Source: an optimization exercise on an open RTL-to-GDS flow (aim: small area, a short achievable clock period and few clock cycles). Production flows keep margins and buffers that such runs may drop. Function was checked by simulation only, so behaviour that the tests miss may differ from the original. Power figures rest on the tool's default switching activity, not on a simulated workload.

<file path="run.sh">
#!/bin/bash
# synth_recipe.tcl (not shown) runs the flow's synth.tcl, then flattens the netlist and writes it again
# the make line also repeats each setting of config.mk as NAME=value (left out here)
make -C /OpenROAD-flow-scripts/flow DESIGN_CONFIG=/design/flow/config.mk WORK_HOME=/design/flow/orfs CLKGATE_MAP_FILE= SYNTH_SCRIPT=/design/flow/synth_recipe.tcl finish
</file>
<file path="config.mk">
export PLATFORM = sky130hd
export DESIGN_NAME = geofence
export DESIGN_NICKNAME = geofence
export VERILOG_FILES = /design/flow/design.v
export SDC_FILE = /design/flow/constraint.sdc
export NUM_CORES = 4
export LEC_CHECK = 0
export CAP_MARGIN = 20
export CORE_MARGIN = 2
export CORE_UTILIZATION = 60
export CTS_BUF_LIST = sky130_fd_sc_hd__clkbuf_16
export CTS_CLUSTER_DIAMETER = 80
export CTS_CLUSTER_SIZE = 24
export PLACE_DENSITY = 0.75
export SETUP_SLACK_MARGIN = 5.0
export SLEW_MARGIN = 20
</file>
<file path="constraint.sdc">
create_clock -name core_clock -period 8.0 [get_ports {clk}]
set_input_delay 1.6000 -clock core_clock [delete_from_list [all_inputs] [get_ports {clk}]]
set_output_delay 1.6000 -clock core_clock [all_outputs]
set_load 0.01 [all_outputs]
</file>
<file path="design.v">
module geofence ( clk,reset,X,Y,valid,is_inside);
input clk;
input reset;
input [9:0] X;
input [9:0] Y;
output reg valid;
output reg is_inside;
reg [3:0] cnt;
reg [21:0] q5;           
reg [25:0] q4;           
reg [21:0] q3, q2, q1, q0;   
reg prep;                
reg pass;                
reg two;
reg [3:0] ri;            
reg [2:0] pcnt;          
reg [2:0] rp;            
reg [2:0] cu, cw;        
reg [2:0] pu, pw;        
reg have_u, have_w;
reg [3:0] bcnt;          
reg signed [10:0] ux, uy, wx, wy;
wire [9:0] px = ux[9:0];
wire [9:0] py = uy[9:0];
wire [11:0] m = {wx[0], wy};
reg signed [11:0] acc, d;
reg done, res;           
function [10:0] sub10;
    input [9:0] a, b;
    reg [10:0] g, p, gn, pn;
    integer l, j;
    begin
        g = {a & ~b, 1'b1};
        p = {~(a ^ b), 1'b0};
        for (l = 1; l < 16; l = l * 2) begin
            for (j = 0; j < 11; j = j + 1) begin
                if (j >= l) begin
                    gn[j] = g[j] | (p[j] & g[j-l]);
                    pn[j] = p[j] & p[j-l];
                end else begin
                    gn[j] = g[j];
                    pn[j] = p[j];
                end
            end
            g = gn;
            p = pn;
        end
        sub10 = {~g[10], ~(a ^ b) ^ g[9:0]};
    end
endfunction
wire signed [10:0] dx = sub10(X, px);
wire signed [10:0] dy = sub10(Y, py);
function neg13;
    input [12:0] a, b;
    reg [11:0] g, p, gn, pn;
    integer l, j;
    begin
        g = a[11:0] & b[11:0];
        p = a[11:0] | b[11:0];
        for (l = 1; l < 12; l = l * 2) begin
            for (j = 0; j < 12; j = j + 1) begin
                if (j >= l) begin
                    gn[j] = g[j] | (p[j] & g[j-l]);
                    pn[j] = p[j] & p[j-l];
                end else begin
                    gn[j] = g[j];
                    pn[j] = p[j];
                end
            end
            g = gn;
            p = pn;
        end
        neg13 = a[12] ^ b[12] ^ g[11];
    end
endfunction
wire signed [10:0] vx = q5[21:11];
wire signed [10:0] vy = q5[10:0];
wire [12:0] x1 = {{2{vx[10]}}, vx};          
wire [12:0] y1 = {{2{vy[10]}}, vy};          
wire [12:0] x2 = {vx[10], vx, 1'b0};         
wire [12:0] y2 = {vy[10], vy, 1'b0};         
wire [5:0] b;
assign b[0] = ~vy[10];                       
assign b[1] = ~neg13(y2, ~x1);               
assign b[2] = ~neg13(y1, ~x2);               
assign b[3] = vx[10];                        
assign b[4] = neg13(y1, x2);                 
assign b[5] = neg13(y2, x1);                 
function [11:0] onehot;
    input [5:0] c;
    integer n;
    begin
        for (n = 0; n < 5; n = n + 1) begin
            onehot[n] = c[n] & ~c[n+1];
            onehot[n+6] = ~c[n] & c[n+1];
        end
        onehot[5] = c[5] & c[0];
        onehot[11] = ~c[5] & ~c[0];
    end
endfunction
function [3:0] encode;
    input [11:0] h;
    begin
        encode[0] = h[1] | h[3] | h[5] | h[7] | h[9] | h[11];
        encode[1] = h[2] | h[3] | h[6] | h[7] | h[10] | h[11];
        encode[2] = h[4] | h[5] | h[6] | h[7];
        encode[3] = |h[11:8];
    end
endfunction
wire [11:0] h5 = onehot(b);
genvar k;
wire [11:0] z = ~m;
wire [23:0] zz = {z, z};
wire [11:0] r5, r6;
generate
    for (k = 0; k < 12; k = k + 1) begin : g_run
        assign r5[k] = &zz[k+4:k];
        assign r6[k] = &zz[k+5:k];
    end
endgenerate
wire [23:0] r6r = {r6, r6};
wire [23:0] r5r = {r5, r5};
wire [11:0] outv, ambv;
generate
    for (k = 0; k < 12; k = k + 1) begin : g_dec
        assign outv[k] = |r6r[k+6:k+1];
        assign ambv[k] = ~outv[k] & (|r5r[k+7:k+1]);
    end
endgenerate
wire out = |(h5 & outv);
wire amb = |(h5 & ambv);
wire lo = |r5[5:0];
wire [11:0] rs = lo ? {6'd0, r5[5:0]} : r5;
wire [3:0] rj = (ri >= 4'd6) ? ri - 4'd6 : ri + 4'd6;
wire in_i = (q4[25:22] == ri);
wire in_j = (q4[25:22] == rj);
wire signed [10:0] qx = q4[21:11];
wire signed [10:0] qy = q4[10:0];
wire mdone = (bcnt == 4'd11);
wire signed [11:0] ta = wy[0] ? ux : 11'sd0;
wire signed [11:0] tb = wx[0] ? uy : 11'sd0;
wire signed [12:0] sum = (bcnt == 4'd11) ? (acc - d) : (acc + d);
wire nonneg = ~sum[12];
wire slow = (cnt == 4'd8) & ~valid;
always @(posedge clk or posedge reset) begin
    if (reset) begin
        cnt <= 4'd0;
        valid <= 1'b0;
    end else begin
        if (cnt == 4'd7) begin
            cnt <= 4'd8;
            valid <= ~amb;
        end else if (cnt == 4'd8) begin
            if (valid) begin
                cnt <= 4'd0;
                valid <= 1'b0;
            end else if (done)
                valid <= 1'b1;
        end else
            cnt <= cnt + 4'd1;
    end
end
always @(posedge clk) begin
    q5 <= (cnt >= 4'd7) ? q0 : {dx, dy};
    q4 <= {encode(h5), q5};
    q3 <= q4[21:0];
    q2 <= q3; q1 <= q2; q0 <= q1;
    if (cnt == 4'd7)
        is_inside <= ~out;
    else if (done)
        is_inside <= res;
end
wire pend = ~prep & (pcnt == 3'd6) & mdone;
wire lastpair = (pu == cu - 3'd1) & (pw == cw - 3'd1);
always @(*) begin
    done = 1'b0;
    res = 1'b0;
    if (slow & pend) begin
        if (nonneg) begin
            done = ~(two & ~pass);
            res = 1'b1;
        end else
            done = lastpair;
    end
end
always @(posedge clk) begin
    d <= ta - tb;
    if ((bcnt == 4'd0) | (bcnt >= 4'd11))
        acc <= 12'sd0;
    else
        acc <= sum >>> 1;
end
always @(posedge clk) begin
    if (~slow) begin
        if (cnt == 4'd0) begin
            ux <= {1'b0, X};
            uy <= {1'b0, Y};
        end
        if (cnt == 4'd2)
            {wx[0], wy} <= h5;
        else if ((cnt >= 4'd3) & (cnt <= 4'd7))
            {wx[0], wy} <= m | h5;
        prep <= 1'b1;
        pass <= 1'b0;
        pcnt <= 3'd0;
        cu <= 3'd0;
        cw <= 3'd0;
        pu <= 3'd0;
        pw <= 3'd0;
        have_u <= 1'b0;
        have_w <= 1'b0;
        bcnt <= 4'd15;
    end else begin
        if (bcnt <= 4'd11) begin
            bcnt <= bcnt + 4'd1;
            wx <= wx >>> 1;
            wy <= wy >>> 1;
        end
        rp <= (rp == 3'd5) ? 3'd0 : rp + 3'd1;
        if (prep) begin
            rp <= 3'd0;
            ri <= encode({rs[0], rs[11:1]});
            two <= lo & (|r5[11:6]);
            prep <= 1'b0;
        end else begin
            if ((pcnt == 3'd7) & (rp == 3'd5))
                pcnt <= 3'd0;
            if (pcnt < 3'd6) begin
                pcnt <= pcnt + 3'd1;
                if (in_i) begin
                    if (cu == pu) begin
                        ux <= qx;
                        uy <= qy;
                        have_u <= 1'b1;
                    end
                    cu <= cu + 3'd1;
                end
                if (in_j) begin
                    if (cw == pw) begin
                        wx <= qx;
                        wy <= qy;
                        have_w <= 1'b1;
                    end
                    cw <= cw + 3'd1;
                end
            end
            if (have_u & have_w & (bcnt == 4'd15))
                bcnt <= 4'd0;
            if (pend) begin
                if (nonneg) begin
                    pass <= 1'b1;
                    ri <= rj;
                    pu <= 3'd0;
                    pw <= 3'd0;
                end else if (pw == cw - 3'd1) begin
                    pu <= pu + 3'd1;
                    pw <= 3'd0;
                end else
                    pw <= pw + 3'd1;
                pcnt <= 3'd7;
                cu <= 3'd0;
                cw <= 3'd0;
                have_u <= 1'b0;
                have_w <= 1'b0;
                bcnt <= 4'd15;
            end
        end
    end
end
endmodule
</file>
==> notes.md, run 1 <==
total congestion overflow=0; core area=0.0188 mm2; total CTS buffers=14; Max Clock Skew=0.0229 ns; R2R depth=15; Starting Density=61.4%; total track usage=28.0%; Min-Delay Path Class=reg2reg; # fillers=1427; Fmax=0.280 GHz; synth unique cells=76; ranking of synthesized cells by area=dfxtp_1, edfxtp_1, ha_1; dpl ws=3.94 ns; post-DP HPWL=19.5 mm; Gate Count Post-Synth=1259; Hold Fails Final Rpt=0; compound-cell area share of the yosys netlist=16.9%; Clk pin slew, worst setup/hold paths=0.10 ns; gpl congestion=0.964; Worst setup SP type=flop; crit path max fanout=6; critical path arrival=3.94 ns; synthesized cell area=0.0115 mm2; Post-synth ARST share=2.07%; crit-path cells=inv_2 > ha_4 > or3b_4 > o31ai_4 > xor2_1 > ha_1 > o21a_1 > o21a_1 > a2111o_1 > a31o_1 > a21oi_4 > xnor2_4 > mux2i_2 > a21boi_1 > a41o_1; Clk Latency, worst-skew pair=0.49 ns; LEAKAGE=5.49 nW; Die X=143 um; Max Slew Vio Count=0; H-tree depth=1; syn_nets=1350; Setup-failing EPs final=0; Crit path top cell by count=o21a_1; simple-gate share of the synthesized area=17.1%; largest family of logic cells by synthesized area=simple AND/OR/NAND/NOR gates; reg-to-reg critical path startpoint=d[1]; layout cells sized above 1=11.8%; cell taking the most area after synthesis=dfxtp_1; 1st-pass router iterations=5; Max-Cap Viols=0; prevailing post-synth register cell=dfxtp_1; hold endpoint=q0[10]; Synth Area in XOR/XNOR=4.56%; per-cell routed wire length=18.6 um; Placed Cells=1469; r2r setup slk=4.43 ns; port bufs=23; vias in the first global route=8709; synthesized flop and latch total=241; hold path startpoint=q1[10]; post-synthesis sequential area ratio=46.7%; Post-synth EDFFs=53; Crit. End Element=flop; Critical Path RT=8.37 ns; initial antenna violation count=0; final cell count without fillers=1531; Total Power=5.64 mW; via count=9256; Iteration-0 DRC Markers=995; Adder-Cell Fraction of Synth Area=8.17%; largest net degree at the start of global routing=60; top-area cell type share of the netlist area=31.8%; diodes inserted=0; clock buffer depth=3; count leader, synth=dfxtp_1; Crit-path slowest cell=or3b_4; post-layout minimum cycle time=3.57 ns; Pwr per Cell Area=431 mW/mm2; Hold Path Depth=0; Layout Nets=1382; CP delay by family, top=compound AO/OA/AOI/OAI gates; Synth Warn #=1; vias per inst=6.05; DRT Wirelength=28.5 mm; status=finished clean; multi-input combinational cell area=0.00603 mm2; die height=143 um; IO Pins=24; Reg area=0.00540 mm2; slowest stage delay, CP=0.39 ns; die area=0.0203 mm2; post-synthesis mux area share=1.92%; synth-to-layout area growth=13.6%; Slew @ Worst Pin=0.976 ns; WS Path Type=reg2reg; clock sink count=241; CTS tree=yes; IR drop worst, VDD=0.000253 V; Worst slew margin=34.4%; first-pass GRT wire length=45.2 mm; number of remaining DRC errors=0; Avg Cell Area, Syn=9.16 um2; Total Negative Setup Slacks=0 ns; RSZ-0062 raised after global routing=yes; Final Util=69.8%; Clock Tree Root=clkbuf_16; Final WS setup=4.43 ns; top cell types by occurrence after synthesis=dfxtp_1, nand2_1, nor2_1; num rows=50; fin crit share=44.7%; reg2reg end=valid; worst path bufs/invs=1; Antenna Nets Post-Route=0
==> where the power goes <==
part | internal (mW) | switching (mW) | leakage (nW) | total (mW)
Sequential | 1.81 | 0.490 | 2.08 | 2.30
Combinational | 1.09 | 1.51 | 3.18 | 2.60
Clock | 0.347 | 0.399 | 0.222 | 0.746
==> kinds of logic after synthesis <==
| group | after synthesis |
|---|---|
| buffers and inverters | 138 |
| XOR/XNOR | 60 |
| AND/OR/NAND/NOR | 423 |
| flip-flops | 241 |
| multiplexers | 22 |
| adder cells (fa/ha/maj) | 75 |
| AO/OA/AOI/OAI | 300 |
==> area by class of cell <==
type                       instances  share of cell area, %
clock buffer                      15                   2.87
clock inverter                     7                  0.334
inverter                          82                   2.57
multi-input combinational        880                   46.1
sequential                       241                   41.2
tap                              234                   2.24
timing repair buffer              72                   4.68
==> state kept, by name, summed over array words and instances (netlist names), 3 cells and up <==
signal  count
acc        12
bcnt        4
cnt         4
cu          3
cw          3
d          12
pcnt        3
pu          3
pw          3
q0         22
q1         22
q2         22
q3         22
q4         26
q5         22
ri          4
rp          3
ux         11
uy         11
wx         11
wy         11
==> worst reg2reg max path, cell delays in order, from the launching register on <==
cell and delay, ns:
dfxtp_2 0.34, inv_2 0.07, ha_4 0.12, or3b_4 0.39, o31ai_4 0.20, xor2_1 0.23, ha_1 0.28, o21a_1 0.12
o21a_1 0.18, a2111o_1 0.38, a31o_1 0.21, a21oi_4 0.19, xnor2_4 0.19, mux2i_2 0.28, a21boi_1 0.09, a41o_1 0.20
==> per-layer routing <==
layer	part of all wire, %	track usage (%)
met4	2.9	8.44
met1	45	39.2
met5	0	0
met3	6.5	3.92
met2	45	45.3
==> cell usage in the layout (no fill, tap or decap), types with 11 or more instances in the layout <==
master	synthesis	routed
dfxtp_1	183	176
nand2_1	162	161
nor2_1	92	91
inv_1	82	80
a21oi_1	70	63
o21ai_0	73	58
ha_1	67	54
edfxtp_1	53	53
buf_4	1	46
nand3_1	39	37
xnor2_1	35	30
nor3_1	26	25
xor2_1	25	24
mux2i_1	21	20
a31oi_1	19	19
and2_1	20	19
nand2b_1	17	17
a21o_1	15	15
clkbuf_16	0	15
nor2b_1	12	12
o22ai_1	12	12
nor4_1	12	12
clkdlybuf4s50_1	0	12
ha_4	0	11
==> worst max path at each step <==
stage | start | slack, ns | cells past startpoint | endpoint
finish | d[1] | 4.43 | 15 | valid
global route | bcnt[1] | 4.24 | 14 | valid
CTS | d[1] | 4.37 | 15 | valid
detailed placement | X[0] | 3.94 | 12 | q5[21]
global placement | X[0] | 4.00 | 12 | q5[21]
floorplan | d[1] | 4.61 | 15 | valid
==> what timing repair did <==
item,CTS,global route
gates resized for setup,61,39
endpoints found under the setup margin,57,39
buffers inserted,32,8
pin swaps,27,29
hold buffers,0,0
==> stage by stage <==
| stage | instance area (um2) | hold slack, ns |
|---|---|---|
| after global placement | 12000 | 0.310 |
| final | 13100 | 0.330 |
| after CTS | 12900 | 0.333 |
| after global routing | 13100 | 0.338 |
| after floorplan | 11700 | 0.310 |
| after detailed placement | 12000 | 0.312 |
Testbench counts, summed over its fixed seeds: cycles 7,216.
==> inputs of run 2 (changes only) <==
--- a/config.mk
+++ b/config.mk
@@ -5,6 +5,7 @@
 export SDC_FILE = /design/flow/constraint.sdc
 export NUM_CORES = 4
 export LEC_CHECK = 0
+export ABC_AREA = 1
 export CAP_MARGIN = 20
 export CORE_MARGIN = 2
 export CORE_UTILIZATION = 60
==> run 2 against run 1 <==
Compared with the run above:
- clock-buffer cell count rose by 1
- clock power rose by 3.1%
- register-to-register slack gained 0.68 ns
- combinational power is 13% lower
- sequential power decreased by 6%
- critical path type is now in2reg
- power shrank 8.1%
==> notes.md, run 2 <==
status=finished clean; clock sink count=241; total congestion overflow=0; num rows=51; count leader, synth=nand2_1; fin crit share=36.7%; Placed Area=0.0122 mm2; vias per inst=5.45; gpl congestion=0.921; syn_nets=1605; clock buffer depth=3; Min-Delay Path Class=reg2reg; initial antenna violation count=0; per-cell routed wire length=15.8 um; critical path arrival=3.35 ns; RSZ-0062 raised after global routing=yes; Clk pin slew, worst setup/hold paths=0.10 ns; Biggest register=q4; die area=0.0206 mm2; Worst slew margin=48.8%; prevailing post-synth register cell=dfxtp_1; fin area=0.0131 mm2; core area=0.0193 mm2; total track usage=27.5%; DRT Wirelength=28.8 mm; Layout Nets=1642; Post-synth ARST share=2.07%; Synth Area in XOR/XNOR=4.25%; LEAKAGE=6.32 nW; commonest cells after routing, fill and taps aside=nand2_1, inv_1, dfxtp_1, nor2_1, o21ai_0; first-pass GRT wire length=45.1 mm; Slew @ Worst Pin=0.760 ns; max reg flops=26; via count=9948; simple-gate share of the synthesized area=25.0%; Antenna Nets Post-Route=0; Reg area=0.00539 mm2; largest family of logic cells by synthesized area=simple AND/OR/NAND/NOR gates; 1st-pass router iterations=6; crit path max fanout=4; number of remaining DRC errors=0; Clk Latency, worst-skew pair=0.49 ns; Clock Tree Root=clkbuf_16; top cell types by occurrence after synthesis=nand2_1, inv_1, dfxtp_1; Hold Fails Final Rpt=0; port bufs=23; largest net degree at the start of global routing=49; vias in the first global route=8989; Total Negative Setup Slacks=0 ns; # fillers=1623; synthesized flop and latch total=241; top-area cell type share of the netlist area=31.3%; Worst setup SP type=input port; IO Pins=24; CTS tree=yes; synth-to-layout area growth=12.0%; total CTS buffers=14; Die X=144 um; Iteration-0 DRC Markers=913; IR drop worst, VDD=0.000155 V; Gate Count Post-Synth=1514; Adder-Cell Fraction of Synth Area=7.50%; Max Clock Skew=0.0191 ns; layout cells sized above 1=8.47%; Starting Density=60.6%; Setup-failing EPs final=0; multi-input combinational cell area=0.00581 mm2; Crit. End Element=flop; Post-synth EDFFs=53; Max Slew Vio Count=0; WS Path Type=in2reg; synthesized cell area=0.0117 mm2; H-tree depth=1; Avg Cell Area, Syn=7.73 um2; most common cell after layout, fill and taps aside=nand2_1; Synth Warn #=1; synth unique cells=45; post-DP HPWL=20.6 mm; die height=144 um; Fmax=0.340 GHz; ranking of synthesized cells by area=dfxtp_1, nand2_1, edfxtp_1; cell taking the most area after synthesis=dfxtp_1; Max-Cap Viols=0; Pwr per Cell Area=395 mW/mm2; compound-cell area share of the yosys netlist=10.2%; post-synthesis sequential area ratio=45.9%; post-synthesis mux area share=0%; post-layout minimum cycle time=2.94 ns; Critical Path RT=8.41 ns
run 2: changes by cell type after synthesis, moves of 17 or more:
| cell | delta |
|---|---|
| nand2_1 | +270 |
| nand3_1 | +26 |
| clkbuf_1 | -22 |
| nand2b_1 | -17 |
| mux2i_1 | -21 |
| nor2_1 | +57 |
| inv_1 | +110 |
| nand4_1 | +17 |
| and2_1 | -20 |
| o21ai_0 | +22 |
run 2: cells by family after synthesis:
group / count (synthesis)
simple gates: 713
fa+ha+maj: 69
buf+inv: 221
flops: 241
compound gates: 214
xor+xnor: 56
run 2: power by group:
group          internal, mW  total (mW)  switching [mW]
clock network         0.367       0.769           0.401
logic                 0.786        2.26            1.47
registers              1.78        2.16           0.381
run 2: area by class of cell:
| type | instances | area share [%] |
|---|---|---|
| tap | 265 | 2.53 |
| multi-input combinational | 1052 | 44.3 |
| antenna | 1 | 0.0191 |
| clock inverter | 8 | 0.353 |
| clock buffer | 16 | 3.05 |
| inverter | 198 | 5.67 |
| timing repair buffer | 44 | 2.99 |
| sequential | 241 | 41.1 |
run 2: repair_timing:
item,4_1_cts,5_1_grt
setup endpoints to repair,23,22
setup buffers,8,7
cloned,0,0
pin swaps,10,21
resized for setup,31,56
hold buffers,0,0
run 2: per-layer routing:
| metal | GRT usage [%] | part of all wire [%] | up-vias |
|---|---|---|---|
| li1 | - | - | 4941 |
| met1 | 39.6 | 46 | 4588 |
| met2 | 43.6 | 45 | 343 |
| met3 | 3.10 | 6.0 | 76 |
| met4 | 8.67 | 3.0 | 0 |
| met5 | 0 | 0 | - |
run 2: path summary, 6_finish.rpt:
kind / from / end / slack [ns] / cells past startpoint
max: X[4] / q5[20] / 5.06 / 9
min: q1[20] / q0[20] / 0.32 / 0
max reg2reg: bcnt[0] / is_inside / 5.11 / 17
min reg2reg: q1[20] / q0[20] / 0.32 / 0
max in group asynchronous: reset / valid / 6.45 / 2
min in group asynchronous: reset / cnt[1] / 1.33 / 2
run 2: worst max-delay path, stage by stage:
cell and delay (ns):
clkdlybuf4s50_1 0.48, ha_2 0.32, a21o_1 0.19, a21oi_2 0.16
o21ai_2 0.09, a21oi_1 0.14, o21ai_1 0.08, xor2_1 0.14
o21ai_0 0.14
run 2: through the flow:
| stage | setup slack, ns | hold WS (ns) | total power, mW | util (%) | std cells |
|---|---|---|---|---|---|
| 2_1_floorplan | 5.00 | 0.310 | 3.61 | - | 1514 |
| 3_3_place_gp | 4.32 | 0.310 | 4.20 | 63.2 | 1785 |
| 3_5_place_dp | 4.25 | 0.312 | 4.25 | 63.2 | 1785 |
| 4_1_cts | 5.00 | 0.322 | 5.06 | 66.3 | 1817 |
| 5_1_grt | 4.94 | 0.326 | 5.56 | 67.8 | 1824 |
| 6_report | 5.06 | 0.319 | 5.19 | 67.8 | 1825 |
==> inputs of run 3 (changes only) <==
--- a/config.mk
+++ b/config.mk
@@ -8,10 +8,10 @@
 export ABC_AREA = 1
 export CAP_MARGIN = 20
 export CORE_MARGIN = 2
-export CORE_UTILIZATION = 60
+export CORE_UTILIZATION = 70
 export CTS_BUF_LIST = sky130_fd_sc_hd__clkbuf_16
 export CTS_CLUSTER_DIAMETER = 80
 export CTS_CLUSTER_SIZE = 24
-export PLACE_DENSITY = 0.75
+export PLACE_DENSITY = 0.8
 export SETUP_SLACK_MARGIN = 5.0
 export SLEW_MARGIN = 20
==> run 3 against run 2 <==
Compared with the run above:
- critical endpoint is now is_inside
- clock power down 1%
- via count up 3.3%
- largest cell class unchanged
- area after synthesis unchanged
- still clean
==> notes.md, run 3 <==
Antenna Nets Post-Route=0; Flop pwr share=41.2%; Internal=2.95 mW; crit path max fanout=1; dpl ws=4.22 ns; die area=0.0178 mm2; total congestion overflow=0; post-synthesis sequential area ratio=45.9%; Max-Cap Viols=0; Worst slew margin=47.8%; Die X=133 um; Fmax=0.333 GHz; num rows=47; Clk Latency, worst-skew pair=0.50 ns; Hold Fails Final Rpt=0; Min-Delay Path Class=reg2reg; total track usage=32.6%; worst path bufs/invs=1; Crit. End Element=output pin; core area=0.0165 mm2; IR drop worst, VDD=0.000203 V; Layout Nets=1649; count leader, synth=nand2_1; Max Slew Vio Count=0; syn_nets=1605; Post-synth EDFFs=53; slowest stage delay, CP=0.55 ns; synth unique cells=45; # fillers=1061; multi-input combinational cell area=0.00587 mm2; number of remaining DRC errors=0; status=finished clean; die height=133 um; per-cell routed wire length=17.2 um; Avg Cell Area, Syn=7.73 um2; H-tree depth=1; cell taking the most area after synthesis=dfxtp_1; Crit-path slowest cell=clkdlybuf4s50_1; vias in the first global route=9415; Synth Warn #=1; diodes inserted=0; critical path arrival=1.40 ns; gpl congestion=0.989; Critical Path RT=6.40 ns; 1st-pass router iterations=8; Clk pin slew, worst setup/hold paths=0.10 ns; post-DP HPWL=21.0 mm; Post-synth ARST share=2.07%; prevailing post-synth register cell=dfxtp_1; layout cells sized above 1=9.32%; initial antenna violation count=0; Max Clock Skew=0.0194 ns; fin crit share=37.5%; post-layout minimum cycle time=3.00 ns; Iteration-0 DRC Markers=1072; synth-to-layout area growth=12.5%; DRT Wirelength=30.7 mm; synthesized flop and latch total=241; vias per inst=5.75; RSZ-0062 raised after global routing=no; synthesized cell area=0.0117 mm2; LEAKAGE=6.36 nW; Slew @ Worst Pin=0.774 ns; Total Negative Setup Slacks=0 ns; Starting Density=71.1%; top cell types by occurrence after synthesis=nand2_1, inv_1, dfxtp_1; first-pass GRT wire length=46.4 mm; IO Pins=24; max reg flops=26; Reg area=0.00539 mm2; combinational power share=44.5%; Net Sw Power=2.33 mW; sw frac=44.1%; CP delay by family, top=buffers and inverters; clock power share=14.4%; Final WS setup=5.00 ns; commonest cells after routing, fill and taps aside=nand2_1, inv_1, dfxtp_1, nor2_1, o21ai_0; CTS tree=yes; clock buffer depth=3; Gate Count Post-Synth=1514; WS Path Type=reg2out; most common cell after layout, fill and taps aside=nand2_1; top-area cell type share of the netlist area=31.3%; total CTS buffers=14; cts hold-fix bufs=0; Worst setup SP type=flop; Pwr per Cell Area=401 mW/mm2; ranking of synthesized cells by area=dfxtp_1, nand2_1, edfxtp_1; via count=10300; crit-path cells=clkdlybuf4s50_1; Biggest register=q4; Setup-failing EPs final=0; Clock Tree Root=clkbuf_16; port bufs=23; largest net degree at the start of global routing=49; clock sink count=241
[run 3: changes by cell type in the layout (fill, tap and decap cells not counted), sizes merged]
cell / delta
dlymetal6s2s: +1
clkinvlp: -1
inv: +2
clkbuf: -1
diode: -1
dlygate4sd2: -2
buf: +7
clkdlybuf4s50: +1
[run 3: repair_timing]
action | in CTS | in global routing
gates resized for setup | 34 | 69
endpoints found under the setup margin | 25 | 44
setup buffers | 9 | 13
pin swaps | 13 | 20
[run 3: power groups by stage]
stage	clock, mW	combinational, mW	sequential (mW)
3_3_place_gp	0	2.04	2.14
6_report	0.758	2.35	2.18
3_5_place_dp	0	2.10	2.16
5_1_grt	0.800	2.61	2.21
2_1_floorplan	0	1.61	2.00
4_1_cts	0.762	2.16	2.14
[run 3: through the flow]
stage	hold slack, ns	power [mW]	util (%)	cells	area (um2)
after floorplan	0.310	3.61	-	1514	11700
after global placement	0.310	4.19	73.9	1740	12200
after detailed placement	0.312	4.26	73.9	1740	12200
after CTS	0.319	5.06	77.7	1773	12800
after global routing	0.333	5.62	80.0	1786	13200
final	0.324	5.28	80.0	1786	13200
[run 3: cell families (layout without fill, tap and decap cells)]
family	after synthesis	after routing	share of synthesized area (%)
flops	241	241	45.9
simple gates	713	713	25.0
compound gates	214	214	10.2
xor+xnor	56	56	4.25
buf+inv	221	273	7.17
fa+ha+maj	69	69	7.50
[run 3: path summary, 6_finish.rpt]
kind / start / endpoint / slack, ns / cells past startpoint
max in group asynchronous: reset / cnt[2] / 6.52 / 2
hold reg to reg: q3[15] / q2[15] / 0.32 / 0
min in group asynchronous: reset / cnt[1] / 1.30 / 2
setup reg to reg: d[1] / ri[2] / 5.03 / 18
hold / removal: q3[15] / q2[15] / 0.32 / 0
setup / recovery: is_inside / is_inside / 5.00 / 1
[run 3: area by class of cell]
cell class	count	share of cell area, %
multi-input combinational	1052	44.6
timing repair buffer	51	3.47
clock inverter	9	0.409
sequential	241	40.9
clock buffer	15	2.85
inverter	198	5.66
tap	220	2.09
[run 3: per-layer routing]
metal / vias up / global-route usage (%) / wire, um
li1: 4950 / - / -
met1: 4750 / 44.8 / 13100
met2: 478 / 52.0 / 13900
met3: 96 / 3.92 / 2250
met4: 0 / 15.2 / 1390
met5: - / 0 / 0
==> inputs of run 4 (changes only) <==
--- a/config.mk
+++ b/config.mk
@@ -8,10 +8,10 @@
 export ABC_AREA = 1
 export CAP_MARGIN = 20
 export CORE_MARGIN = 2
-export CORE_UTILIZATION = 70
+export CORE_UTILIZATION = 50
 export CTS_BUF_LIST = sky130_fd_sc_hd__clkbuf_16
 export CTS_CLUSTER_DIAMETER = 80
 export CTS_CLUSTER_SIZE = 24
-export PLACE_DENSITY = 0.8
+export PLACE_DENSITY = 0.65
 export SETUP_SLACK_MARGIN = 5.0
 export SLEW_MARGIN = 20
==> run 4 against run 3 <==
Compared with the run above:
- via count shrank 5.3%
- clock skew increased by 0.0033 ns
- critical path depth grew 16
- clock power is 4.2% higher
- sequential share of layout area fell by 0.55 points
- largest power group unchanged
- worst hold slack got worse by 0.0054 ns
- sequential cell count unchanged
- setup slack better by 0.10 ns
- critical path type is now reg2reg
==> notes.md, run 4 <==
vias in the first global route=9177; die area=0.0247 mm2; Post-synth EDFFs=53; slowest stage delay, CP=0.36 ns; ranking of synthesized cells by area=dfxtp_1, nand2_1, edfxtp_1; Biggest register=q4; initial antenna violation count=0; total CTS buffers=15; clock sink count=241; reg-to-reg critical path startpoint=bcnt[1]; hold endpoint=q2[20]; fin crit share=36.3%; commonest cells after routing, fill and taps aside=nand2_1, inv_1, dfxtp_1, nor2_1, o21ai_0; Clock Tree Root=clkbuf_16; Worst setup SP type=flop; hold path startpoint=q3[20]; crit path max fanout=6; reg2reg end=is_inside; die height=157 um; critical path arrival=3.12 ns; final cell count without fillers=1881; Final WS setup=5.10 ns; Pwr per Cell Area=392 mW/mm2; vias per inst=5.17; Min-Delay Path Class=reg2reg; R2R depth=17; clock buffer depth=3; post-DP HPWL=21.3 mm; Gate Count Post-Synth=1514; Layout Nets=1650; Clk Latency, worst-skew pair=0.50 ns; Hold Path Depth=0; Post-synth ARST share=2.07%; IO Pins=24; Max Clock Skew=0.0226 ns; RSZ-0062 raised after global routing=yes; Clk pin slew, worst setup/hold paths=0.09 ns; Hold Fails Final Rpt=0; crit-path cells=ha_4 > nand2_4 > nor2_4 > inv_4 > nand2_2 > xor2_1 > inv_1 > ha_4 > nand2_2 > nor3_4 > nand3_2 > nand3_2 > nand3b_1 > nand2_2 > o21ai_1 > nand3_1 > nand2_1; Total Negative Setup Slacks=0 ns; WS Path Type=reg2reg; LEAKAGE=6.39 nW; syn_nets=1605; Avg Cell Area, Syn=7.73 um2; Critical Path RT=8.21 ns; count leader, synth=nand2_1; Setup-failing EPs final=0; port bufs=23; H-tree depth=1; synth unique cells=45; per-cell routed wire length=15.6 um; Slew @ Worst Pin=0.708 ns; total track usage=23.9%; status=finished clean; core area=0.0228 mm2; first-pass GRT wire length=46.9 mm; prevailing post-synth register cell=dfxtp_1; post-synthesis sequential area ratio=45.9%; Crit-path slowest cell=dfxtp_2; most common cell after layout, fill and taps aside=nand2_1; Crit. End Element=flop; num rows=55; CTS tree=yes; 1st-pass router iterations=5; largest net degree at the start of global routing=46; Starting Density=51.2%; fin area=0.0133 mm2; number of remaining DRC errors=0; top cell types by occurrence after synthesis=nand2_1, inv_1, dfxtp_1; total congestion overflow=0; dpl ws=4.26 ns; Die X=157 um; Placed Area=0.0123 mm2; gpl congestion=0.898; IR drop worst, VDD=0.000185 V; post-layout minimum cycle time=2.90 ns; Max-Cap Viols=0; Worst slew margin=52.3%; Antenna Nets Post-Route=0; top-area cell type share of the netlist area=31.3%; synthesized flop and latch total=241; Placed Cells=1833; via count=9731; Max Slew Vio Count=0; synthesized cell area=0.0117 mm2; Crit path top cell by count=nand2_2; cell taking the most area after synthesis=dfxtp_1; max reg flops=26; layout cells sized above 1=9.69%; diodes inserted=0; synth-to-layout area growth=13.9%; Iteration-0 DRC Markers=820; DRT Wirelength=29.4 mm; Synth Warn #=1; Fmax=0.344 GHz; r2r setup slk=5.10 ns
-- run 4: cell counts after synthesis --
No cell type changed its count.
-- run 4: area by class of cell --
| cell class | count | area (um2) |
|---|---|---|
| Clock buffer | 15 | 375 |
| Clock inverter | 11 | 86.3 |
| Fill cell | 2166 | 9510 |
| Inverter | 198 | 748 |
| Multi-Input combinational cell | 1052 | 5890 |
| Sequential cell | 241 | 5390 |
| Tap cell | 313 | 392 |
| Timing Repair Buffer | 50 | 452 |
| Timing Repair inverter | 1 | 7.51 |
-- run 4: cells by family (layout without fill, tap and decap cells) --
kind of cell	count (synthesis)	in the layout	share of synthesized area [%]
adders and majority gates	69	69	7.50
AOI/OAI and AO/OA	214	214	10.2
and+or+nand+nor	713	713	25.0
xor gates and xnor gates	56	56	4.25
buffers and inverters	221	275	7.17
DFF	241	241	45.9
-- run 4: routing by layer --
layer	track usage (%)	routed length, um
met5	0	0
met3	1.93	1400
met2	40.0	13300
met1	33.8	14100
met4	5.50	548
-- run 4: per-stage QoR --
| step | hold WS, ns | utilization, % | power (mW) |
|---|---|---|---|
| 2_1_floorplan | 0.310 | - | 3.61 |
| 3_3_place_gp | 0.310 | 53.8 | 4.25 |
| 3_5_place_dp | 0.312 | 53.8 | 4.28 |
| 4_1_cts | 0.322 | 56.6 | 5.10 |
| 5_1_grt | 0.325 | 58.4 | 5.66 |
| 6_report | 0.319 | 58.4 | 5.23 |
-- run 4: how the worst max path moves through the flow --
stage	startpoint	endpoint	slack [ns]	cells past startpoint
after floorplan	Y[1]	q5[8]	5.00	9
after global placement	X[0]	q5[19]	4.31	10
after detailed placement	X[0]	q5[21]	4.26	11
after CTS	Y[0]	q5[9]	4.99	14
final	bcnt[1]	is_inside	5.10	17
after global routing	bcnt[1]	is_inside	4.92	17
-- run 4: power breakdown --
part	switching [mW]	total, mW	internal, mW	leakage (nW)
Clock	0.431	0.790	0.360	0.238
Sequential	0.381	2.16	1.78	2.07
Combinational	1.47	2.28	0.806	4.08
-- run 4: critical path: cells and delay by family (launching register included) --
family / cells / cell delay (ns)
fa+ha+maj: 2 / 0.45
xor+xnor: 1 / 0.15
flops: 1 / 0.36
compound gates: 1 / 0.09
simple gates: 11 / 1.38
buf+inv: 2 / 0.18
-- run 4: what timing repair did --
action | 4_1_cts | 5_1_grt
gates cloned | 0 | 1
setup buffers | 8 | 13
hold buffers | 0 | 0
gates resized for setup | 29 | 74
pin swaps | 5 | 36
setup endpoints to repair | 24 | 24
==> inputs of run 5 (changes only) <==
--- a/config.mk
+++ b/config.mk
@@ -8,10 +8,10 @@
 export ABC_AREA = 1
 export CAP_MARGIN = 20
 export CORE_MARGIN = 2
-export CORE_UTILIZATION = 50
+export CORE_UTILIZATION = 60
 export CTS_BUF_LIST = sky130_fd_sc_hd__clkbuf_16
-export CTS_CLUSTER_DIAMETER = 80
-export CTS_CLUSTER_SIZE = 24
-export PLACE_DENSITY = 0.65
+export CTS_CLUSTER_DIAMETER = 60
+export CTS_CLUSTER_SIZE = 30
+export PLACE_DENSITY = 0.75
 export SETUP_SLACK_MARGIN = 5.0
 export SLEW_MARGIN = 20
==> run 5 against run 4 <==
Compared with the run above:
- die area is 16% lower
- synthesized cell count stayed put
- worst hold slack worse by 0.021 ns
- clock-buffer cell count is 2 higher
- non-clock buffer count is 2 lower
- global-route usage is 3.8 points higher
- via count is 2.8% higher
- power is 1.8% higher
- critical endpoint is now q5[19]
==> notes.md, run 5 <==
largest net degree at the start of global routing=49; layout cells sized above 1=9.44%; reg-to-reg critical path startpoint=bcnt[1]; DRT Wirelength=29.4 mm; total track usage=27.7%; clock sink count=241; max reg flops=26; H-tree depth=1; Max Slew Vio Count=0; Worst slew margin=50.1%; final cell count without fillers=1833; Slew @ Worst Pin=0.741 ns; status=finished clean; Avg Cell Area, Syn=7.73 um2; Synth Warn #=1; via count=10000; syn_nets=1605; number of remaining DRC errors=0; vias per inst=5.46; total CTS buffers=17; Worst setup SP type=input port; Layout Nets=1649; LEAKAGE=6.39 nW; synthesized cell area=0.0117 mm2; top-area cell type share of the netlist area=31.3%; Starting Density=60.6%; Total Power=5.32 mW; Iteration-0 DRC Markers=877; most common cell after layout, fill and taps aside=nand2_1; # fillers=1619; per-cell routed wire length=16.0 um; Total Negative Setup Slacks=0 ns; hold path startpoint=q3[5]; crit path max fanout=4; top cell types by occurrence after synthesis=nand2_1, inv_1, dfxtp_1; total congestion overflow=0; initial antenna violation count=0; RSZ-0062 raised after global routing=yes; ranking of synthesized cells by area=dfxtp_1, nand2_1, edfxtp_1; Post-synth EDFFs=53; synth-to-layout area growth=13.5%; Placed Cells=1785; commonest cells after routing, fill and taps aside=nand2_1, inv_1, dfxtp_1, nor2_1, o21ai_0; Hold Fails Final Rpt=0; Max Clock Skew=0.0332 ns; first-pass GRT wire length=45.3 mm; synth unique cells=45; IR drop worst, VDD=0.000184 V; Max-Cap Viols=0; Critical Path RT=8.38 ns; core area=0.0193 mm2; prevailing post-synth register cell=dfxtp_1; post-layout minimum cycle time=2.97 ns; fin crit share=37.1%; Crit. End Element=flop; Post-synth ARST share=2.07%; count leader, synth=nand2_1; crit path launch=X[3]; CTS tree=yes; Clock Tree Root=clkbuf_16; cell taking the most area after synthesis=dfxtp_1; vias in the first global route=9065; Min-Delay Path Class=reg2reg; port bufs=23; Final Util=68.7%; synthesized flop and latch total=241; diodes inserted=0; Clk Latency, worst-skew pair=0.51 ns; Clk pin slew, worst setup/hold paths=0.10 ns; die area=0.0206 mm2; 1st-pass router iterations=5; clock buffer depth=3; num rows=51; IO Pins=24; gpl congestion=0.921; Pwr per Cell Area=401 mW/mm2; WS Path Type=in2reg; Gate Count Post-Synth=1514; Die X=144 um; Fmax=0.337 GHz; post-DP HPWL=20.6 mm; die height=144 um; post-synthesis sequential area ratio=45.9%; Antenna Nets Post-Route=0; critical path arrival=3.34 ns; cts hold-fix bufs=0; Setup-failing EPs final=0; Biggest register=q4
run 5: cell count changes in the layout (fill, tap and decap cells not counted), moves of 2 or more:
| cell | delta |
|---|---|
| nand2_1 | +3 |
| nand2_4 | -3 |
| nor2_1 | +2 |
| ha_2 | +2 |
| ha_4 | -4 |
| clkbuf_16 | +2 |
| inv_2 | +3 |
| ha_1 | +2 |
| clkinv_16 | +2 |
| inv_1 | -3 |
| buf_6 | -2 |
| nor2_2 | -2 |
| clkdlybuf4s50_1 | +2 |
run 5: worst paths after layout:
kind | cells after the start | to | slack [ns]
worst max-delay path | 8 | q5[19] | 5.03
worst min-delay path | 0 | q2[5] | 0.30
worst max register to register | 20 | pu[1] | 5.12
worst min register to register | 0 | q2[5] | 0.30
max in group asynchronous | 2 | valid | 6.43
min in group asynchronous | 2 | cnt[0] | 1.34
run 5: logic make-up (layout without fill, tap and decap cells):
kind of cell / Yosys count / after routing / synth area share (%)
adders and majority gates: 69 / 69 / 7.50
xor gates and xnor gates: 56 / 56 / 4.25
buffers and inverters: 221 / 275 / 7.17
and+or+nand+nor: 713 / 713 / 25.0
AOI/OAI and AO/OA: 214 / 214 / 10.2
DFF: 241 / 241 / 45.9
run 5: worst max-delay path, cell delays in order:
cell	delay [ns]
clkdlybuf4s50_1	0.43
ha_1	0.39
nand2_1	0.14
o21ai_4	0.24
a31oi_4	0.13
o21ai_2	0.17
xor2_1	0.16
o21ai_0	0.08
run 5: final cells by class:
type / instances / area (um2) / share of cell area (%)
Sequential cell: 241 / 5390 / 40.5
Tap cell: 265 / 332 / 2.50
Inverter: 198 / 743 / 5.59
Multi-Input combinational cell: 1052 / 5830 / 43.9
Clock buffer: 17 / 425 / 3.20
Timing Repair Buffer: 48 / 428 / 3.22
Clock inverter: 12 / 140 / 1.05
run 5: power breakdown:
group          switching [mW]  internal [mW]  leakage, nW
Sequential              0.380           1.78         2.07
Combinational            1.48          0.792         4.05
Clock                   0.469          0.418        0.270
run 5: metal layers:
metal	share of wire, %	global-route usage [%]	vias up
met4	3.3	9.49	0
li1	-	-	4959
met3	7.1	3.43	75
met1	44	39.0	4592
met2	45	44.4	380
met5	0	0	-
run 5: repair_timing:
action,4_1_cts,5_1_grt
endpoints found under the setup margin,22,25
setup buffers,11,8
cloned,0,0
gates resized for setup,26,64
pin swaps,7,25
run 5: stage by stage:
step	hold slack [ns]	worst slack (ns)	cell area (um2)
2_1_floorplan	0.310	5.00	11700
3_3_place_gp	0.310	4.32	12200
3_5_place_dp	0.312	4.25	12200
4_1_cts	0.304	5.01	13000
5_1_grt	0.308	4.91	13300
6_report	0.298	5.03	13300
==> inputs of run 6 (changes only) <==
--- a/config.mk
+++ b/config.mk
@@ -9,9 +9,9 @@
 export CAP_MARGIN = 20
 export CORE_MARGIN = 2
 export CORE_UTILIZATION = 60
-export CTS_BUF_LIST = sky130_fd_sc_hd__clkbuf_16
+export CTS_BUF_LIST = sky130_fd_sc_hd__clkbuf_8 sky130_fd_sc_hd__clkbuf_16
 export CTS_CLUSTER_DIAMETER = 60
-export CTS_CLUSTER_SIZE = 30
+export CTS_CLUSTER_SIZE = 20
 export PLACE_DENSITY = 0.75
 export SETUP_SLACK_MARGIN = 5.0
 export SLEW_MARGIN = 20
==> run 6 against run 5 <==
Compared with the run above:
- sequential power is essentially flat
- maximum frequency grew 0.56%
- global-route usage is essentially flat
- clock-buffer cell count grew 3
- first-iteration DRC count grew 7.6%
- cell area grew 0.47%
- non-clock buffer count shrank 1
- critical endpoint is now q5[21]
- highest routed layer unchanged
==> notes.md, run 6 <==
status=finished clean; DRT Wirelength=29.3 mm; syn_nets=1605; Iteration-0 DRC Markers=944; Max Slew Vio Count=0; Post-synth EDFFs=53; r2r setup slk=5.08 ns; Fmax=0.339 GHz; diodes inserted=0; port bufs=23; Hold Path Depth=0; layout cells sized above 1=9.43%; Worst setup SP type=input port; Gate Count Post-Synth=1514; top cell types by occurrence after synthesis=nand2_1, inv_1, dfxtp_1; ranking of synthesized cells by area=dfxtp_1, nand2_1, edfxtp_1; Placed Area=0.0122 mm2; via count=10000; post-DP HPWL=20.6 mm; Final Util=69.1%; post-layout minimum cycle time=2.95 ns; Total Negative Setup Slacks=0 ns; count leader, synth=nand2_1; WS Path Type=in2reg; Pwr per Cell Area=401 mW/mm2; post-synthesis sequential area ratio=45.9%; Clk Latency, worst-skew pair=0.51 ns; total congestion overflow=0; number of remaining DRC errors=0; Max-Cap Viols=0; sw frac=43.3%; Starting Density=60.6%; Adder-Cell Fraction of Synth Area=7.50%; hold endpoint=q2[5]; CTS tree=yes; synthesized flop and latch total=241; fin area=0.0134 mm2; Hold Fails Final Rpt=0; cts hold-fix bufs=0; clock power share=16.8%; Slew @ Worst Pin=0.746 ns; Flop pwr share=40.5%; crit path max fanout=4; largest net degree at the start of global routing=49; prevailing post-synth register cell=dfxtp_1; vias per inst=5.46; Net Sw Power=2.32 mW; synthesized cell area=0.0117 mm2; Internal=3.04 mW; Setup-failing EPs final=0; Crit. End Element=flop; Biggest register=q4; Critical Path RT=8.40 ns; total CTS buffers=18; clock sink count=241; fin crit share=36.9%; synth-to-layout area growth=14.0%; 1st-pass router iterations=6; gpl congestion=0.921; dpl ws=4.25 ns; hold slack=0.313 ns; commonest cells after routing, fill and taps aside=nand2_1, inv_1, dfxtp_1, nor2_1, o21ai_0; Final WS setup=5.05 ns; Clk pin slew, worst setup/hold paths=0.08 ns; total track usage=27.8%; Worst slew margin=49.7%; combinational power share=42.7%; R2R depth=16; max reg flops=26; crit path launch=X[3]; per-cell routed wire length=16.0 um; die area=0.0206 mm2; Max Clock Skew=0.0206 ns; IR drop worst, VDD=0.000150 V; critical path arrival=3.35 ns; top-area cell type share of the netlist area=31.3%; largest family of logic cells by synthesized area=simple AND/OR/NAND/NOR gates; Synth Warn #=1; Min-Delay Path Class=reg2reg; simple-gate share of the synthesized area=25.0%; Post-synth ARST share=2.07%; clock buffer depth=3; RSZ-0062 raised after global routing=yes; initial antenna violation count=0; vias in the first global route=9005; most common cell after layout, fill and taps aside=nand2_1; LEAKAGE=6.43 nW; reg2reg end=is_inside; num rows=51; die height=144 um; Synth Area in XOR/XNOR=4.25%; Layout Nets=1649; IO Pins=24; Avg Cell Area, Syn=7.73 um2; first-pass GRT wire length=45.3 mm; synth unique cells=45; reg-to-reg critical path startpoint=bcnt[0]; core area=0.0193 mm2; cell taking the most area after synthesis=dfxtp_1; post-synthesis mux area share=0%; Antenna Nets Post-Route=0; Die X=144 um; Clock Tree Root=clkbuf_16; H-tree depth=1; compound-cell area share of the yosys netlist=10.2%; hold path startpoint=q3[5]
## run 6: cell counts after synthesis
No cell type changed its count.
## run 6: power groups by stage
stage / clock [mW] / sequential (mW) / combinational (mW)
floorplan: 0 / 2.00 / 1.61
global placement: 0 / 2.15 / 2.05
detailed placement: 0 / 2.16 / 2.09
CTS: 0.916 / 2.15 / 2.13
global route: 0.957 / 2.21 / 2.57
finish: 0.902 / 2.17 / 2.29
## run 6: per-stage QoR
step           power (mW)  instances
6_report             5.36       1835
5_1_grt              5.74       1835
4_1_cts              5.19       1826
3_5_place_dp         4.25       1785
3_3_place_gp         4.20       1785
2_1_floorplan        3.61       1514
## run 6: worst max-delay path by stage
stage                     slack, ns  depth (start not counted)   endpoint
final                          5.05                          9     q5[21]
after floorplan                5.00                          9      q5[8]
after detailed placement       4.25                         11     q5[21]
after global routing           4.85                         18      pu[0]
after global placement         4.32                         11     q5[21]
after CTS                      5.00                          1  is_inside
## run 6: layer usage
layer / wire, um / up-vias / GRT usage (%)
met5: 0 / - / 0
met4: 1200 / 0 / 11.8
met3: 2010 / 88 / 3.40
met2: 13000 / 369 / 42.8
met1: 13100 / 4606 / 39.5
li1: - / 4954 / -
## run 6: repair_timing
action / 4_1_cts / 5_1_grt
gates resized for setup: 26 / 74
setup buffers: 9 / 9
setup endpoints to repair: 23 / 25
pin swaps: 6 / 26
## run 6: critical path: stages
cell and delay [ns]:
clkdlybuf4s50_1 0.45, ha_1 0.38, nand2_1 0.09, o21ai_2 0.26, a31oi_4 0.14, o21ai_2 0.17, nand2_1 0.07, a21oi_1 0.11
o21ai_0 0.08
## run 6: layout make-up
class / instances / area [um2]
Clock buffer: 20 / 489
Clock inverter: 12 / 81.3
Fill cell: 1603 / 5980
Inverter: 198 / 746
Multi-Input combinational cell: 1052 / 5890
Sequential cell: 241 / 5390
Tap cell: 265 / 332
Timing Repair Buffer: 47 / 427
## run 6: logic make-up after synthesis
| logic type | count (synthesis) |
|---|---|
| xor gates and xnor gates | 56 |
| AOI/OAI and AO/OA | 214 |
| and+or+nand+nor | 713 |
| DFF | 241 |
| adders and majority gates | 69 |
| buffers and inverters | 221 |
==> inputs of run 7 (changes only) <==
--- a/config.mk
+++ b/config.mk
@@ -9,9 +9,9 @@
 export CAP_MARGIN = 20
 export CORE_MARGIN = 2
 export CORE_UTILIZATION = 60
-export CTS_BUF_LIST = sky130_fd_sc_hd__clkbuf_8 sky130_fd_sc_hd__clkbuf_16
-export CTS_CLUSTER_DIAMETER = 60
-export CTS_CLUSTER_SIZE = 20
+export CTS_BUF_LIST = sky130_fd_sc_hd__clkbuf_8
+export CTS_CLUSTER_DIAMETER = 50
+export CTS_CLUSTER_SIZE = 16
 export PLACE_DENSITY = 0.75
 export SETUP_SLACK_MARGIN = 5.0
 export SLEW_MARGIN = 20
==> run 7 against run 6 <==
Compared with the run above:
- sequential cell count is the same
- sequential power barely moved
- non-clock buffer count shrank 7
- clock power is 14% lower
- maximum frequency is 0.93% higher
- setup slack gained 0.027 ns
- worst hold slack worse by 0.0031 ns
- core utilization decreased by 1.2 points
- die area did not move
- register-to-register slack is essentially flat
==> notes.md, run 7 <==
status=finished clean; diodes inserted=0; die height=144 um; Clk Latency, worst-skew pair=0.57 ns; num rows=51; vias in the first global route=9042; Slew @ Worst Pin=0.747 ns; Iteration-0 DRC Markers=865; Crit path top cell by count=nand3_2; Avg Cell Area, Syn=7.73 um2; post-synthesis sequential area ratio=45.9%; Biggest register=q4; clock power share=15.0%; fin crit share=36.5%; sw frac=44.2%; core area=0.0193 mm2; Total Negative Setup Slacks=0 ns; total CTS buffers=23; Crit. End Element=flop; total track usage=27.3%; Layout Nets=1647; met2 usage=42.9%; Synth Warn #=1; synth-to-layout area growth=12.1%; Min-Delay Path Class=reg2reg; Flop pwr share=41.4%; Fmax=0.342 GHz; synthesized cell area=0.0117 mm2; vias per inst=5.41; Critical Path RT=8.27 ns; most common cell after layout, fill and taps aside=nand2_1; Net Sw Power=2.30 mW; final cell count without fillers=1836; prevailing post-synth register cell=dfxtp_1; hold slack=0.310 ns; # fillers=1645; crit-path cells=ha_2 > nand2_2 > nor2_4 > buf_12 > or2_2 > xor2_1 > ha_1 > nand3_2 > nand3_4 > nand3_2 > nand3_1 > nand3b_1 > buf_4 > nand4_1 > nand3_2 > nand2_1; Setup-failing EPs final=0; met1 usage in global routing=39.0%; synth unique cells=45; first-pass GRT wire length=44.7 mm; Internal=2.90 mW; Max Clock Skew=0.0367 ns; Final WS setup=5.08 ns; dpl ws=4.25 ns; commonest cells after routing, fill and taps aside=nand2_1, inv_1, dfxtp_1, nor2_1, o21ai_0; clock buffer depth=3; IO Pins=24; post-DP HPWL=20.6 mm; crit path max fanout=7; Post-synth EDFFs=53; WS Path Type=reg2reg; Antenna Nets Post-Route=0; Placed Cells=1785; gpl congestion=0.921; syn_nets=1605; count leader, synth=nand2_1; 1st-pass router iterations=5; via count=9936; die area=0.0206 mm2; GRT met3 Usage=3.03%; Die X=144 um; Clk pin slew, worst setup/hold paths=0.10 ns; layout cells sized above 1=8.91%; Clock Tree Root=clkbuf_8; Worst setup SP type=flop; cell taking the most area after synthesis=dfxtp_1; GR peak layer=met2; Gate Count Post-Synth=1514; slowest stage delay, CP=0.36 ns; clock sink count=241; LEAKAGE=6.33 nW; CTS tree=yes; largest net degree at the start of global routing=49; max reg flops=26; Worst slew margin=49.7%; Post-synth ARST share=2.07%; H-tree depth=1; IR drop worst, VDD=0.000157 V; ranking of synthesized cells by area=dfxtp_1, nand2_1, edfxtp_1; DRT Wirelength=28.7 mm; RSZ-0062 raised after global routing=yes; number of remaining DRC errors=0; Max-Cap Viols=0; critical path arrival=3.20 ns; Hold Fails Final Rpt=0; post-layout minimum cycle time=2.92 ns; total congestion overflow=0; Final Util=67.9%; top-area cell type share of the netlist area=31.3%; per-cell routed wire length=15.6 um; initial antenna violation count=0; combinational power share=43.6%; port bufs=23; Max Slew Vio Count=0; Crit-path slowest cell=ha_1; synthesized flop and latch total=241; Pwr per Cell Area=396 mW/mm2; Starting Density=60.6%; top cell types by occurrence after synthesis=nand2_1, inv_1, dfxtp_1
==> run 7: cell counts after synthesis <==
No cell type changed its count.
==> run 7: repair_timing <==
action	CTS	global route
buffers inserted	4	7
resized for setup	18	63
pin swaps	3	15
hold endpoints to repair	0	0
cloned	0	0
hold buffers	0	0
endpoints found under the setup margin	20	23
==> run 7: power by group through the flow <==
stage / combinational [mW] / clock, mW / sequential (mW)
2_1_floorplan: 1.61 / 0 / 2.00
3_3_place_gp: 2.05 / 0 / 2.15
3_5_place_dp: 2.09 / 0 / 2.16
4_1_cts: 2.12 / 0.795 / 2.14
5_1_grt: 2.55 / 0.835 / 2.20
6_report: 2.27 / 0.777 / 2.15
==> run 7: cells by family (layout without fill, tap and decap cells) <==
kind of cell	Yosys count	count (layout)	synth area share [%]
AND/OR/NAND/NOR	713	713	25.0
AO/OA/AOI/OAI	214	214	10.2
buffers and inverters	221	278	7.17
adder cells (fa/ha/maj)	69	69	7.50
XOR/XNOR	56	56	4.25
flip-flops	241	241	45.9
==> run 7: routing by layer <==
| metal | routed length [um] | share of wire [%] |
|---|---|---|
| met1 | 13300 | 46 |
| met2 | 12900 | 45 |
| met3 | 1680 | 5.8 |
| met4 | 909 | 3.2 |
| met5 | 0 | 0 |
==> run 7: final timing paths <==
path	start	end	slack, ns	depth (start not counted)
setup / recovery	bcnt[0]	is_inside	5.08	16
hold / removal	q1[9]	q0[9]	0.31	0
setup reg to reg	bcnt[0]	is_inside	5.08	16
hold reg to reg	q1[9]	q0[9]	0.31	0
max in group asynchronous	reset	valid	6.51	2
min in group asynchronous	reset	cnt[0]	1.27	2
==> run 7: layout make-up <==
| type | count | area (um2) | area share, % |
|---|---|---|---|
| multi-input combinational | 1052 | 5810 | 44.2 |
| sequential | 241 | 5390 | 41.0 |
| inverter | 198 | 743 | 5.66 |
| timing repair buffer | 40 | 378 | 2.88 |
| tap | 265 | 332 | 2.53 |
| clock buffer | 24 | 330 | 2.52 |
| clock inverter | 16 | 148 | 1.13 |
==> run 7: stage by stage <==
| step | instance area, um2 | power [mW] |
|---|---|---|
| floorplan | 11700 | 3.61 |
| global placement | 12200 | 4.20 |
| detailed placement | 12200 | 4.25 |
| CTS | 12800 | 5.06 |
| global route | 13100 | 5.58 |
| finish | 13100 | 5.20 |
==> run 7: worst max-delay path, delay by kind of cell, from the launching register on <==
kind / cells / cell delay, ns
flops: 1 / 0.33
xor+xnor: 1 / 0.15
buf+inv: 2 / 0.30
fa+ha+maj: 2 / 0.54
simple gates: 11 / 1.32

==> afterwards: timing with drivers on the ports <==
The results above use ideal ports. As a check the final layouts listed here were re-extracted and re-timed, cells and wires unchanged. Step 1, drivers: a clkbuf_16 drives clk and a buf_2 each remaining input, both assumed. Step 2 adds t to the input delays and takes it off the output delays; t is the mean of the earliest and latest rising clock arrival at the registers after step 1. Input paths then give back, and output paths get back, about the clock's delay inside the block. Three values: ideal ports, drivers, drivers and shift; two values: the first two.
run	shift t [ns]	setup slack, ns	latest minus earliest clock arrival (ns)	worst register clock-pin slew, ns	cell pins on the clock port's net
run 1	0.524	4.427 / 4.427 / 4.427	0.023 / 0.023	0.10 / 0.10	1
run 2	0.527	5.062 / 5.083 / 4.556	0.020 / 0.020	0.10 / 0.10	1
run 3	0.532	4.997 / 4.953 / 4.557	0.020 / 0.020	0.10 / 0.10	1
run 4	0.530	5.097 / 5.097 / 4.593	0.023 / 0.022	0.10 / 0.10	1
run 5	0.536	5.034 / 5.001 / 4.524	0.034 / 0.033	0.10 / 0.10	1
run 6	0.546	5.050 / 5.076 / 4.530	0.020 / 0.020	0.08 / 0.08	1
run 7	0.591	5.077 / 5.077 / 4.516	0.037 / 0.037	0.10 / 0.10	1
After both steps setup and hold are still met in every run listed. The setup slack of run 7, which loses most, moves by 0.000 ns with the drivers and by -0.561 ns with both steps.
